This design comes from an exercise in tuning for a short achievable clock period and few clock cycles on the open sky130 flow, not from production work.
Function was checked by simulation only, so behaviour that the tests miss may differ from the original.

==> build 65 <==
==> flow/design.v <==
`timescale 1ns / 1ps
module RISC5(
input clk, rst, irq, stallX,
input [31:0] inbus, codebus,
output [23:0] adr,
output rd, wr, ben,
output [31:0] outbus);
localparam [21:0] StartAdr = 22'h3FF800;
reg [31:0] IR;
reg bub;                  
reg [21:0] pcn;           
reg [21:0] tgt;           
reg [31:0] opA, opB, opC;    
reg N, Z, C, OV;
reg [31:0] H;
reg memph, mulph, divph, fixph;
reg [2:0] dcnt;
reg [23:0] madr;
reg mld, mst, mben;
reg [31:0] mdata;
reg [3:0] lwa;            
wire p = IR[31], q = IR[30], u = IR[29], v = IR[28];
wire [3:0] op = IR[19:16], ira = IR[27:24];
wire [2:0] cc = IR[26:24];
wire ph0 = ~(memph | mulph | divph | fixph);
wire go = rst & ~stallX;
wire ex = ~bub & ph0;     
wire MUL = ~p & (op == 10);
wire DIV = ~p & (op == 11);
wire ADD = ~p & (op == 8);
wire SUB = ~p & (op == 9);
wire LDR = p & ~q & ~u;
wire STR = p & ~q & u;
wire MEM = p & ~q;
wire BR = p & q;
wire S = N ^ OV;
wire cond = IR[27] ^
  ((cc == 0) & N | (cc == 1) & Z | (cc == 2) & C | (cc == 3) & OV |
   (cc == 4) & (C|Z) | (cc == 5) & S | (cc == 6) & (S|Z) | (cc == 7));
wire taken = ex & BR & cond;
wire [21:0] fa = ~taken ? pcn : u ? tgt : opC[23:2];
assign adr = memph ? madr : {fa, 2'b00};
assign rd = memph & mld;
assign wr = memph & mst;
assign ben = mben;
assign outbus = mdata;
wire [31:0] lshout, rshout;
LeftShifter LSUnit (.x(opB), .y(lshout), .sc(opC[4:0]));
RightShifter RSUnit (.x(opB), .y(rshout), .sc(opC[4:0]), .md(IR[16]));
wire cin = u & C;
wire [31:0] addend = SUB ? ~opC : opC;
wire [31:0] sum = opB + addend + {31'b0, SUB ? ~cin : cin};
wire [31:0] movres = (~q & u) ? (~v ? H : {N, Z, C, OV, 20'b0, 8'h54}) : opC;
wire [31:0] aluRes =
  ~op[3] ?
    (~op[2] ?
      (~op[1] ? (~op[0] ? movres : lshout) : rshout) :
      (~op[1] ? (~op[0] ? opB & opC : opB & ~opC) :
                (~op[0] ? opB | opC : opB ^ opC))) :
    (~op[2] & ~op[1] ? sum : 32'b0);
wire [31:0] link = {8'b0, pcn, 2'b0};
wire [31:0] eres = BR ? link : aluRes;
wire ewr = ex & ((~p & ~MUL & ~DIV) | (BR & cond & v));
wire [3:0] ewa = BR ? 4'd15 : ira;
wire sa = sum[31], sb = opB[31], sc = opC[31];
wire [63:0] product;
wire [31:0] quotient, remainder;
Multiplier mulUnit (.clk(clk), .en(go & ex & MUL), .u(~u), .x(opB), .y(opC),
  .z(product));
Divider divUnit (.clk(clk), .init(go & ex & DIV), .step(go & divph), .u(~u),
  .x(opB), .y(opC), .quot(quotient), .rem(remainder));
wire [31:0] ldata = ~mben ? inbus :
  {24'b0, (madr[1] ? (madr[0] ? inbus[31:24] : inbus[23:16]) :
                     (madr[0] ? inbus[15:8] : inbus[7:0]))};
wire lwr = (memph & mld) | mulph | fixph;    
wire [31:0] ldat = memph ? ldata : mulph ? product[31:0] : quotient;
wire [31:0] rA, rB, rC;
wire [3:0] fa_ra = codebus[27:24], fa_rb = codebus[23:20], fa_rc = codebus[3:0];
wire rfwr = go & (ewr | lwr);
wire [31:0] rfdin = ph0 ? eres : ldat;
Registers regs (.clk(clk), .wr(rfwr), .wno(ph0 ? ewa : lwa),
  .rno0(fa_ra), .rno1(fa_rb), .rno2(fa_rc), .din(rfdin),
  .dout0(rA), .dout1(rB), .dout2(rC));
wire fp = codebus[31], fq = codebus[30], fu = codebus[29], fv = codebus[28];
wire [15:0] fimm = codebus[15:0];
wire fimmop = ~fp & fq;
wire [31:0] fC1 = (codebus[19:16] == 0 & fu) ? {fimm, 16'b0} : {{16{fv}}, fimm};
wire [31:0] nA = (ewr & ewa == fa_ra) ? eres : rA;
wire [31:0] nB = (ewr & ewa == fa_rb) ? eres : rB;
wire [31:0] nC = fimmop ? fC1 : (ewr & ewa == fa_rc) ? eres : rC;
wire [21:0] fpcn = fa + 1;
wire [21:0] ftgt = fa + codebus[21:0] + 22'd1;
wire lwA = lwr & (IR[27:24] == lwa);
wire lwB = lwr & (IR[23:20] == lwa);
wire lwC = lwr & (p | ~q) & (IR[3:0] == lwa);
always @ (posedge clk) begin
  if (~rst) begin
    bub <= 1'b1;
    pcn <= StartAdr;
    memph <= 1'b0;
    mulph <= 1'b0;
    divph <= 1'b0;
    fixph <= 1'b0;
    mld <= 1'b0;
    mst <= 1'b0;
  end else if (~stallX) begin
    if (ph0) begin
      IR <= codebus;
      bub <= 1'b0;
      pcn <= fpcn;
      tgt <= ftgt;
      opA <= nA;
      opB <= nB;
      opC <= nC;
      if (ex) begin
        if (ewr) begin
          N <= eres[31];
          Z <= eres == 0;
        end
        if (ADD) begin
          C <= (~sb&sc&~sa) | (sb&sc&sa) | (sb&~sa);
          OV <= (sa&~sb&~sc) | (~sa&sb&sc);
        end
        if (SUB) begin
          C <= (~sb&sc&~sa) | (sb&sc&sa) | (~sb&sa);
          OV <= (sa&~sb&sc) | (~sa&sb&~sc);
        end
        lwa <= ira;
        if (MEM) begin
          memph <= 1'b1;
          madr <= opB[23:0] + {{4{IR[19]}}, IR[19:0]};
          mld <= ~u;
          mst <= u;
          mben <= v;
          mdata <= ~v ? opA : {4{opA[7:0]}};
        end
        mulph <= MUL;
        if (DIV) begin
          divph <= 1'b1;
          dcnt <= 0;
        end
      end
    end else begin
      if (lwr) begin
        N <= ldat[31];
        Z <= ldat == 0;
        if (lwA) opA <= ldat;
        if (lwB) opB <= ldat;
        if (lwC) opC <= ldat;
      end
      if (mulph) H <= product[63:32];
      if (fixph) H <= remainder;
      memph <= 1'b0;
      mulph <= 1'b0;
      fixph <= 1'b0;
      if (divph) begin
        dcnt <= dcnt + 1;
        if (dcnt == 7) begin
          divph <= 1'b0;
          fixph <= 1'b1;
        end
      end
    end
  end
end
endmodule
module Registers(
input clk, wr,
input [3:0] wno, rno0, rno1, rno2,
input [31:0] din,
output [31:0] dout0, dout1, dout2);
reg [31:0] R [0:15];
assign dout0 = R[rno0];
assign dout1 = R[rno1];
assign dout2 = R[rno2];
always @ (posedge clk) begin
  if (wr) R[wno] <= din;
end
endmodule
module CSA64(input [63:0] a, b, c, output [63:0] s, co);
  wire [63:0] m = (a & b) | (a & c) | (b & c);
  assign s = a ^ b ^ c;
  assign co = {m[62:0], 1'b0};
endmodule
module Multiplier(
input clk, en, u,
input [31:0] x, y,
output [63:0] z);
wire [63:0] xe = {{32{u & x[31]}}, x};
wire [33:0] ye = {{2{u & y[31]}}, y};
wire [64*17-1:0] pp;
wire [63:0] negs;
genvar i;
generate for (i = 0; i < 17; i = i + 1) begin : booth
  wire b1 = ye[2*i+1];
  wire b0 = ye[2*i];
  wire bm = (i == 0) ? 1'b0 : ye[2*i-1];
  wire one = b0 ^ bm;
  wire two = (b1 & ~b0 & ~bm) | (~b1 & b0 & bm);
  wire neg = b1 & ~(b0 & bm);
  wire [63:0] m = one ? xe : two ? {xe[62:0], 1'b0} : 64'b0;
  wire [63:0] r = m ^ {64{neg}};
  assign pp[64*i +: 64] = r << (2*i);
  assign negs[2*i] = neg;
  if (i < 16) assign negs[2*i+1] = 1'b0;
end endgenerate
assign negs[63:33] = 0;
wire [63:0] s1 [0:5], c1 [0:5];
generate for (i = 0; i < 5; i = i + 1) begin : l1
  CSA64 k (pp[64*(3*i) +: 64], pp[64*(3*i+1) +: 64], pp[64*(3*i+2) +: 64], s1[i], c1[i]);
end endgenerate
CSA64 k15 (pp[64*15 +: 64], pp[64*16 +: 64], negs, s1[5], c1[5]);
wire [63:0] s2 [0:3], c2 [0:3];
CSA64 k20 (s1[0], c1[0], s1[1], s2[0], c2[0]);
CSA64 k21 (c1[1], s1[2], c1[2], s2[1], c2[1]);
CSA64 k22 (s1[3], c1[3], s1[4], s2[2], c2[2]);
CSA64 k23 (c1[4], s1[5], c1[5], s2[3], c2[3]);
wire [63:0] s3 [0:1], c3 [0:1];
CSA64 k30 (s2[0], c2[0], s2[1], s3[0], c3[0]);
CSA64 k31 (c2[1], s2[2], c2[2], s3[1], c3[1]);
wire [63:0] s4 [0:1], c4 [0:1];
CSA64 k40 (s3[0], c3[0], s3[1], s4[0], c4[0]);
CSA64 k41 (c3[1], s2[3], c2[3], s4[1], c4[1]);
wire [63:0] s5, c5;
CSA64 k50 (s4[0], c4[0], s4[1], s5, c5);
wire [63:0] s6, c6;
CSA64 k60 (s5, c5, c4[1], s6, c6);
reg [63:0] S, C;
always @ (posedge clk) if (en) begin
  S <= s6;
  C <= c6;
end
assign z = S + C;
endmodule
module Divider(
input clk, init, step, u,
input [31:0] x, y,
output [31:0] quot, rem);
reg [31:0] R, Q;
reg [31:0] y1, y3, y5, y7, y9, y11, y13, y15;
reg sign;
wire [31:0] P1 = {R[30:0], Q[31]};
wire [31:0] P2 = {R[29:0], Q[31:30]};
wire [31:0] P3 = {R[28:0], Q[31:29]};
wire [31:0] P4 = {R[27:0], Q[31:28]};
wire [31:0] a1 = P1 - y1;
wire [31:0] a20 = P2 - y1, a21 = P2 - y3;
wire [31:0] a30 = P3 - y1, a31 = P3 - y3, a32 = P3 - y5, a33 = P3 - y7;
wire [31:0] a40 = P4 - y1, a41 = P4 - y3, a42 = P4 - y5, a43 = P4 - y7,
            a44 = P4 - y9, a45 = P4 - y11, a46 = P4 - y13, a47 = P4 - y15;
wire q1 = ~a1[31];
wire q2 = ~((q1 & a21[31]) | (~q1 & a20[31]));
wire [3:0] a3s = {a33[31], a32[31], a31[31], a30[31]};
wire q3 = ~a3s[{q1, q2}];
wire [7:0] a4s = {a47[31], a46[31], a45[31], a44[31], a43[31], a42[31], a41[31], a40[31]};
wire q4 = ~a4s[{q1, q2, q3}];
wire [3:0] M = {q1, q2, q3, q4};
wire [32*16-1:0] cand = {
  a47, {a33[30:0], Q[28]}, a46, {a21[29:0], Q[29:28]},
  a45, {a32[30:0], Q[28]}, a44, {a1[28:0], Q[30:28]},
  a43, {a31[30:0], Q[28]}, a42, {a20[29:0], Q[29:28]},
  a41, {a30[30:0], Q[28]}, a40, P4};
reg [31:0] R4;
integer k;
always @* begin
  R4 = 32'b0;
  for (k = 0; k < 16; k = k + 1)
    R4 = R4 | (cand[32*k +: 32] & {32{M == k}});
end
wire s0 = x[31] & u;
always @ (posedge clk) begin
  if (init) begin
    sign <= s0;
    R <= 0;
    Q <= s0 ? -x : x;
    y1 <= y;
    y3 <= y + {y[30:0], 1'b0};
    y5 <= y + {y[29:0], 2'b0};
    y7 <= {y[28:0], 3'b0} - y;
    y9 <= {y[28:0], 3'b0} + y;
    y11 <= {y[28:0], 3'b0} + {y[30:0], 1'b0} + y;
    y13 <= {y[28:0], 3'b0} + {y[29:0], 2'b0} + y;
    y15 <= {y[27:0], 4'b0} - y;
  end else if (step) begin
    R <= R4;
    Q <= {Q[27:0], q1, q2, q3, q4};
  end
end
assign quot = ~sign ? Q : ~Q + {31'b0, R == 0};
assign rem = ~sign ? R : (R == 0) ? 32'b0 : y1 - R;
endmodule
module LeftShifter(
input [31:0] x,
input [4:0] sc,
output [31:0] y);
wire [31:0] t1, t2, t3, t4;
assign t1 = sc[0] ? {x[30:0], 1'b0} : x;
assign t2 = sc[1] ? {t1[29:0], 2'b0} : t1;
assign t3 = sc[2] ? {t2[27:0], 4'b0} : t2;
assign t4 = sc[3] ? {t3[23:0], 8'b0} : t3;
assign y  = sc[4] ? {t4[15:0], 16'b0} : t4;
endmodule
module RightShifter(
input [31:0] x,
input [4:0] sc,
input md,
output [31:0] y);
wire s;
wire [31:0] t1, t2, t3, t4;
assign s = x[31];
assign t1 = sc[0] ? {(md ? x[0] : s), x[31:1]} : x;
assign t2 = sc[1] ? {(md ? t1[1:0] : {2{s}}), t1[31:2]} : t1;
assign t3 = sc[2] ? {(md ? t2[3:0] : {4{s}}), t2[31:4]} : t2;
assign t4 = sc[3] ? {(md ? t3[7:0] : {8{s}}), t3[31:8]} : t3;
assign y  = sc[4] ? {(md ? t4[15:0] : {16{s}}), t4[31:16]} : t4;
endmodule
==> flow/run.sh <==
#!/bin/bash
# synth_recipe.tcl (not shown) runs the flow's synth.tcl, then flattens the netlist and writes it again
# the make line also repeats each setting of config.mk as NAME=value (left out here)
make -C /OpenROAD-flow-scripts/flow DESIGN_CONFIG=/design/flow/config.mk WORK_HOME=/design/flow/orfs CLKGATE_MAP_FILE= SYNTH_SCRIPT=/design/flow/synth_recipe.tcl finish
==> flow/config.mk <==
export PLATFORM = sky130hd
export DESIGN_NAME = RISC5
export DESIGN_NICKNAME = RISC5
export VERILOG_FILES = /design/flow/design.v
export SDC_FILE = /design/flow/constraint.sdc
export NUM_CORES = 4
export LEC_CHECK = 0
export ABC_CLOCK_PERIOD_IN_PS = 4000
export CAP_MARGIN = 20
export CORE_MARGIN = 2
export CORE_UTILIZATION = 30
export SETUP_SLACK_MARGIN = 5
export SLEW_MARGIN = 20
export TNS_END_PERCENT = 100
==> flow/constraint.sdc <==
create_clock -name core_clock -period 13.0 [get_ports {clk}]
set_input_delay 2.6000 -clock core_clock [delete_from_list [all_inputs] [get_ports {clk}]]
set_output_delay 2.6000 -clock core_clock [all_outputs]
set_load 0.01 [all_outputs]
==> trial 18 (differences from build 65) <==
==> flow/design.v, changed modules only <==
module RISC5(
input clk, rst, irq, stallX,
input [31:0] inbus, codebus,
output [23:0] adr,
output rd, wr, ben,
output [31:0] outbus);
localparam [21:0] StartAdr = 22'h3FF800;
reg [31:0] IR;
reg bub;                  
reg [21:0] pcn;           
reg [10:0] tgtl;          
reg [10:0] tgth0, tgth1;   
reg tgtc;                  
reg [31:0] opA, opB, opC;    
reg N, Z, C, OV;
reg dADD, dSUB, dwr, dBL;
reg [3:0] dewa;
reg [8:0] dsel;    
reg [31:0] H;
reg memph, mulph, divph, fixph;
reg [2:0] dcnt;
reg [23:0] madr;
reg mld, mst, mben;
reg [31:0] mdata;
reg [3:0] lwa;            
wire p = IR[31], q = IR[30], u = IR[29], v = IR[28];
wire [3:0] op = IR[19:16], ira = IR[27:24];
wire [2:0] cc = IR[26:24];
wire ph0 = ~(memph | mulph | divph | fixph);
wire go = rst & ~stallX;
wire ex = ~bub & ph0;     
wire MUL = ~p & (op == 10);
wire DIV = ~p & (op == 11);
wire ADD = ~p & (op == 8);
wire SUB = ~p & (op == 9);
wire LDR = p & ~q & ~u;
wire STR = p & ~q & u;
wire MEM = p & ~q;
wire BR = p & q;
wire S = N ^ OV;
wire cond = IR[27] ^
  ((cc == 0) & N | (cc == 1) & Z | (cc == 2) & C | (cc == 3) & OV |
   (cc == 4) & (C|Z) | (cc == 5) & S | (cc == 6) & (S|Z) | (cc == 7));
wire taken = ex & BR & cond;
wire [21:0] tgt = {tgtc ? tgth1 : tgth0, tgtl};
wire [21:0] fa = ~taken ? pcn : u ? tgt : opC[23:2];
assign adr = memph ? madr : {fa, 2'b00};
assign rd = memph & mld;
assign wr = memph & mst;
assign ben = mben;
assign outbus = mdata;
wire [31:0] lshout, rshout;
LeftShifter LSUnit (.x(opB), .y(lshout), .sc(opC[4:0]));
RightShifter RSUnit (.x(opB), .y(rshout), .sc(opC[4:0]), .md(IR[16]));
wire cin = u & C;
wire [31:0] addend = dSUB ? ~opC : opC;
wire acin = dSUB ? ~cin : cin;
wire [31:0] sum = opB + addend + {31'b0, acin};
wire [31:0] movres = (~q & u) ? (~v ? H : {N, Z, C, OV, 20'b0, 8'h54}) : opC;
wire [31:0] link = {8'b0, pcn, 2'b0};
wire [31:0] other =
  (movres & {32{dsel[0]}}) | (lshout & {32{dsel[1]}}) |
  (rshout & {32{dsel[2]}}) | (opB & opC & {32{dsel[3]}}) |
  (opB & ~opC & {32{dsel[4]}}) | ((opB | opC) & {32{dsel[5]}}) |
  ((opB ^ opC) & {32{dsel[6]}}) | (link & {32{dsel[8]}});
wire [31:0] eres = other | (sum & {32{dsel[7]}});
wire ewr = ex & (dwr | (dBL & cond));
wire [3:0] ewa = dewa;
wire [31:0] zx = opB ^ addend;
wire [31:0] zo = opB | addend;
wire zadd = (zx == {zo[30:0], acin});
wire ezero = (~dsel[7] | zadd) & (other == 0);
wire sa = sum[31], sb = opB[31], sc = opC[31];
wire [63:0] product;
wire [31:0] quotient, remainder;
Multiplier mulUnit (.clk(clk), .en(go & ex & MUL), .u(~u), .x(opB), .y(opC),
  .z(product));
Divider divUnit (.clk(clk), .init(go & ex & DIV), .step(go & divph), .u(~u),
  .x(opB), .y(opC), .quot(quotient), .rem(remainder));
wire [31:0] ldata = ~mben ? inbus :
  {24'b0, (madr[1] ? (madr[0] ? inbus[31:24] : inbus[23:16]) :
                     (madr[0] ? inbus[15:8] : inbus[7:0]))};
wire lwr = (memph & mld) | mulph | fixph;    
wire [31:0] ldat = memph ? ldata : mulph ? product[31:0] : quotient;
wire [31:0] rA, rB, rC;
wire [3:0] fa_ra = codebus[27:24], fa_rb = codebus[23:20], fa_rc = codebus[3:0];
wire rfwr = go & (ewr | lwr);
wire [31:0] rfdin = ph0 ? eres : ldat;
Registers regs (.clk(clk), .wr(rfwr), .wno(ph0 ? ewa : lwa),
  .rno0(fa_ra), .rno1(fa_rb), .rno2(fa_rc), .din(rfdin),
  .dout0(rA), .dout1(rB), .dout2(rC));
wire fp = codebus[31], fq = codebus[30], fu = codebus[29], fv = codebus[28];
wire [15:0] fimm = codebus[15:0];
wire fimmop = ~fp & fq;
wire [31:0] fC1 = (codebus[19:16] == 0 & fu) ? {fimm, 16'b0} : {{16{fv}}, fimm};
wire [31:0] nA = (ewr & ewa == fa_ra) ? eres : rA;
wire [31:0] nB = (ewr & ewa == fa_rb) ? eres : rB;
wire [31:0] nC = fimmop ? fC1 : (ewr & ewa == fa_rc) ? eres : rC;
wire [21:0] fpcn = fa + 1;
wire [11:0] ftgtl = {1'b0, fa[10:0]} + {1'b0, codebus[10:0]} + 12'd1;
wire [10:0] ftgth0 = fa[21:11] + codebus[21:11];
wire [10:0] ftgth1 = fa[21:11] + codebus[21:11] + 11'd1;
wire lwA = lwr & (IR[27:24] == lwa);
wire lwB = lwr & (IR[23:20] == lwa);
wire lwC = lwr & (p | ~q) & (IR[3:0] == lwa);
always @ (posedge clk) begin
  if (~rst) begin
    bub <= 1'b1;
    pcn <= StartAdr;
    memph <= 1'b0;
    mulph <= 1'b0;
    divph <= 1'b0;
    fixph <= 1'b0;
    mld <= 1'b0;
    mst <= 1'b0;
  end else if (~stallX) begin
    if (ph0) begin
      IR <= codebus;
      bub <= 1'b0;
      pcn <= fpcn;
      tgtl <= ftgtl[10:0];
      tgtc <= ftgtl[11];
      tgth0 <= ftgth0;
      tgth1 <= ftgth1;
      opA <= nA;
      opB <= nB;
      opC <= nC;
      dADD <= ~fp & (codebus[19:16] == 8);
      dSUB <= ~fp & (codebus[19:16] == 9);
      dwr <= ~fp & (codebus[19:16] != 10) & (codebus[19:16] != 11);
      dBL <= fp & fq & fv;
      dewa <= (fp & fq) ? 4'd15 : codebus[27:24];
      dsel[0] <= ~fp & (codebus[19:16] == 0);
      dsel[1] <= ~fp & (codebus[19:16] == 1);
      dsel[2] <= ~fp & (codebus[19:17] == 1);
      dsel[3] <= ~fp & (codebus[19:16] == 4);
      dsel[4] <= ~fp & (codebus[19:16] == 5);
      dsel[5] <= ~fp & (codebus[19:16] == 6);
      dsel[6] <= ~fp & (codebus[19:16] == 7);
      dsel[7] <= ~fp & (codebus[19:17] == 4);
      dsel[8] <= fp & fq;
      if (ex) begin
        if (ewr) begin
          N <= eres[31];
          Z <= ezero;
        end
        if (dADD) begin
          C <= (~sb&sc&~sa) | (sb&sc&sa) | (sb&~sa);
          OV <= (sa&~sb&~sc) | (~sa&sb&sc);
        end
        if (dSUB) begin
          C <= (~sb&sc&~sa) | (sb&sc&sa) | (~sb&sa);
          OV <= (sa&~sb&sc) | (~sa&sb&~sc);
        end
        lwa <= ira;
        if (MEM) begin
          memph <= 1'b1;
          madr <= opB[23:0] + {{4{IR[19]}}, IR[19:0]};
          mld <= ~u;
          mst <= u;
          mben <= v;
          mdata <= ~v ? opA : {4{opA[7:0]}};
        end
        mulph <= MUL;
        if (DIV) begin
          divph <= 1'b1;
          dcnt <= 0;
        end
      end
    end else begin
      if (lwr) begin
        N <= ldat[31];
        Z <= ldat == 0;
        if (lwA) opA <= ldat;
        if (lwB) opB <= ldat;
        if (lwC) opC <= ldat;
      end
      if (mulph) H <= product[63:32];
      if (fixph) H <= remainder;
      memph <= 1'b0;
      mulph <= 1'b0;
      fixph <= 1'b0;
      if (divph) begin
        dcnt <= dcnt + 1;
        if (dcnt == 7) begin
          divph <= 1'b0;
          fixph <= 1'b1;
        end
      end
    end
  end
end
endmodule
module Multiplier(
input clk, en, u,
input [31:0] x, y,
output [63:0] z);
wire [63:0] xe = {{32{u & x[31]}}, x};
wire [33:0] ye = {{2{u & y[31]}}, y};
wire [64*17-1:0] pp;
wire [63:0] negs;
genvar i;
generate for (i = 0; i < 17; i = i + 1) begin : booth
  wire b1 = ye[2*i+1];
  wire b0 = ye[2*i];
  wire bm = (i == 0) ? 1'b0 : ye[2*i-1];
  wire one = b0 ^ bm;
  wire two = (b1 & ~b0 & ~bm) | (~b1 & b0 & bm);
  wire neg = b1 & ~(b0 & bm);
  wire [63:0] m = one ? xe : two ? {xe[62:0], 1'b0} : 64'b0;
  wire [63:0] r = m ^ {64{neg}};
  assign pp[64*i +: 64] = r << (2*i);
  assign negs[2*i] = neg;
  if (i < 16) assign negs[2*i+1] = 1'b0;
end endgenerate
assign negs[63:33] = 0;
wire [63:0] s1 [0:5], c1 [0:5];
generate for (i = 0; i < 5; i = i + 1) begin : l1
  CSA64 k (pp[64*(3*i) +: 64], pp[64*(3*i+1) +: 64], pp[64*(3*i+2) +: 64], s1[i], c1[i]);
end endgenerate
CSA64 k15 (pp[64*15 +: 64], pp[64*16 +: 64], negs, s1[5], c1[5]);
wire [63:0] s2 [0:3], c2 [0:3];
CSA64 k20 (s1[0], c1[0], s1[1], s2[0], c2[0]);
CSA64 k21 (c1[1], s1[2], c1[2], s2[1], c2[1]);
CSA64 k22 (s1[3], c1[3], s1[4], s2[2], c2[2]);
CSA64 k23 (c1[4], s1[5], c1[5], s2[3], c2[3]);
wire [63:0] s3 [0:1], c3 [0:1];
CSA64 k30 (s2[0], c2[0], s2[1], s3[0], c3[0]);
CSA64 k31 (c2[1], s2[2], c2[2], s3[1], c3[1]);
wire [63:0] s4 [0:1], c4 [0:1];
CSA64 k40 (s3[0], c3[0], s3[1], s4[0], c4[0]);
CSA64 k41 (c3[1], s2[3], c2[3], s4[1], c4[1]);
reg [63:0] T0, T1, T2, T3;
always @ (posedge clk) if (en) begin
  T0 <= s4[0];
  T1 <= c4[0];
  T2 <= s4[1];
  T3 <= c4[1];
end
wire [63:0] s5, c5;
CSA64 k50 (T0, T1, T2, s5, c5);
wire [63:0] s6, c6;
CSA64 k60 (s5, c5, T3, s6, c6);
assign z = s6 + c6;
endmodule
==> flow/flow/run.sh (new file) <==
#!/bin/bash
set -euo pipefail
bash standard.sh synth > synth.log 2>&1
bash standard.sh SETUP_SLACK_MARGIN=7 finish > layout.log 2>&1
test -f out/final.def
==> flow/standard.sh (new file) <==
#!/bin/bash
# synth_recipe.tcl (not shown) runs the flow's synth.tcl, then flattens the netlist and writes it again
# the make line also repeats each setting of config.mk as NAME=value (left out here)
make -C /OpenROAD-flow-scripts/flow DESIGN_CONFIG=/design/flow/config.mk WORK_HOME=/design/flow/orfs CLKGATE_MAP_FILE= SYNTH_SCRIPT=/design/flow/synth_recipe.tcl "${@:-finish}"
- SETUP_SLACK_MARGIN: 5 -> not set
removed: flow/run.sh
==> impl_metrics.toml <==
[status]
outcome = "no timing/DRC/antenna violations"

[placed_design]
globalplace.congestion = 1.01

[setup_path]
crit_arrival_ps = 8460
reg2reg_slack_ps = 5210
end_kind = "flop"
cp_data_required_time_ps = 13670

[cts]
cts_sinks = 1218

[pwr]
power.leakage_uw = 0.0575

[detailed_routing]
via_per_inst = 5.80

[synthesis]
syn_avg_cell_area_um2 = 9.48
That was build 65.
==> impl_metrics.toml <==
[cts]
cts_sinks = 1340
cts_resized = 323
worstSkewPairLatency_ps = 930

[setup_path]
cp_data_required_time_ps = 10400
crit_arrival_ps = 3560
reg2reg_slack_ps = 7030
end_kind = "output pin"

[placed_design]
globalplace.congestion = 1.02

[sta]
rsz0062_at_grt = "yes"

[synthesis]
syn_avg_cell_area_um2 = 9.64
synth_edf_count = 1279

[layout]
top_register = "regs.R"
nNetsFinal = 16100
fin_cells = 20600

[pwr]
power.leakage_uw = 0.0601

[detailed_routing]
via_per_inst = 5.78

[status]
outcome = "no timing/DRC/antenna violations"
That was trial 18.
Testbench counts of build 65, summed over its fixed seeds: cycles 92,656.
Testbench counts of trial 18, summed over its fixed seeds: cycles 92,656.

## static timing again, ports no longer ideal
In the flow no input, the clock included, has a driving cell. The finished layouts below were timed again as built, in two steps.
Step 1 (the two cells are an assumption about what drives the block):
set clk [get_ports {clk}]
set_driving_cell -lib_cell sky130_fd_sc_hd__clkbuf_16 $clk
set_driving_cell -lib_cell sky130_fd_sc_hd__buf_2 [delete_from_list [all_inputs] $clk]
Step 2 adds t to the input delays and takes it off the output delays; t is the mean of the earliest and latest rising clock arrival at the registers after step 1. Input paths then give back, and output paths get back, about the clock's delay inside the block.
Slacks: ideal ports / drivers / drivers and shift; pairs: ideal ports / drivers.
run	t (ns)	setup WS [ns]	worst setup path after step 2	slew at the worst register clock pin (ns)	pins driven straight from the clock port
build 65	0.964	5.209 / 5.209 / 4.773	input to register	0.08 / 0.08	1
trial 18	0.978	6.840 / 6.727 / 6.211	input to register	0.08 / 0.08	1
After both steps setup and hold are still met in every run listed. The setup slack of trial 18, which loses most, moves by -0.113 ns with the drivers and by -0.629 ns with both steps.
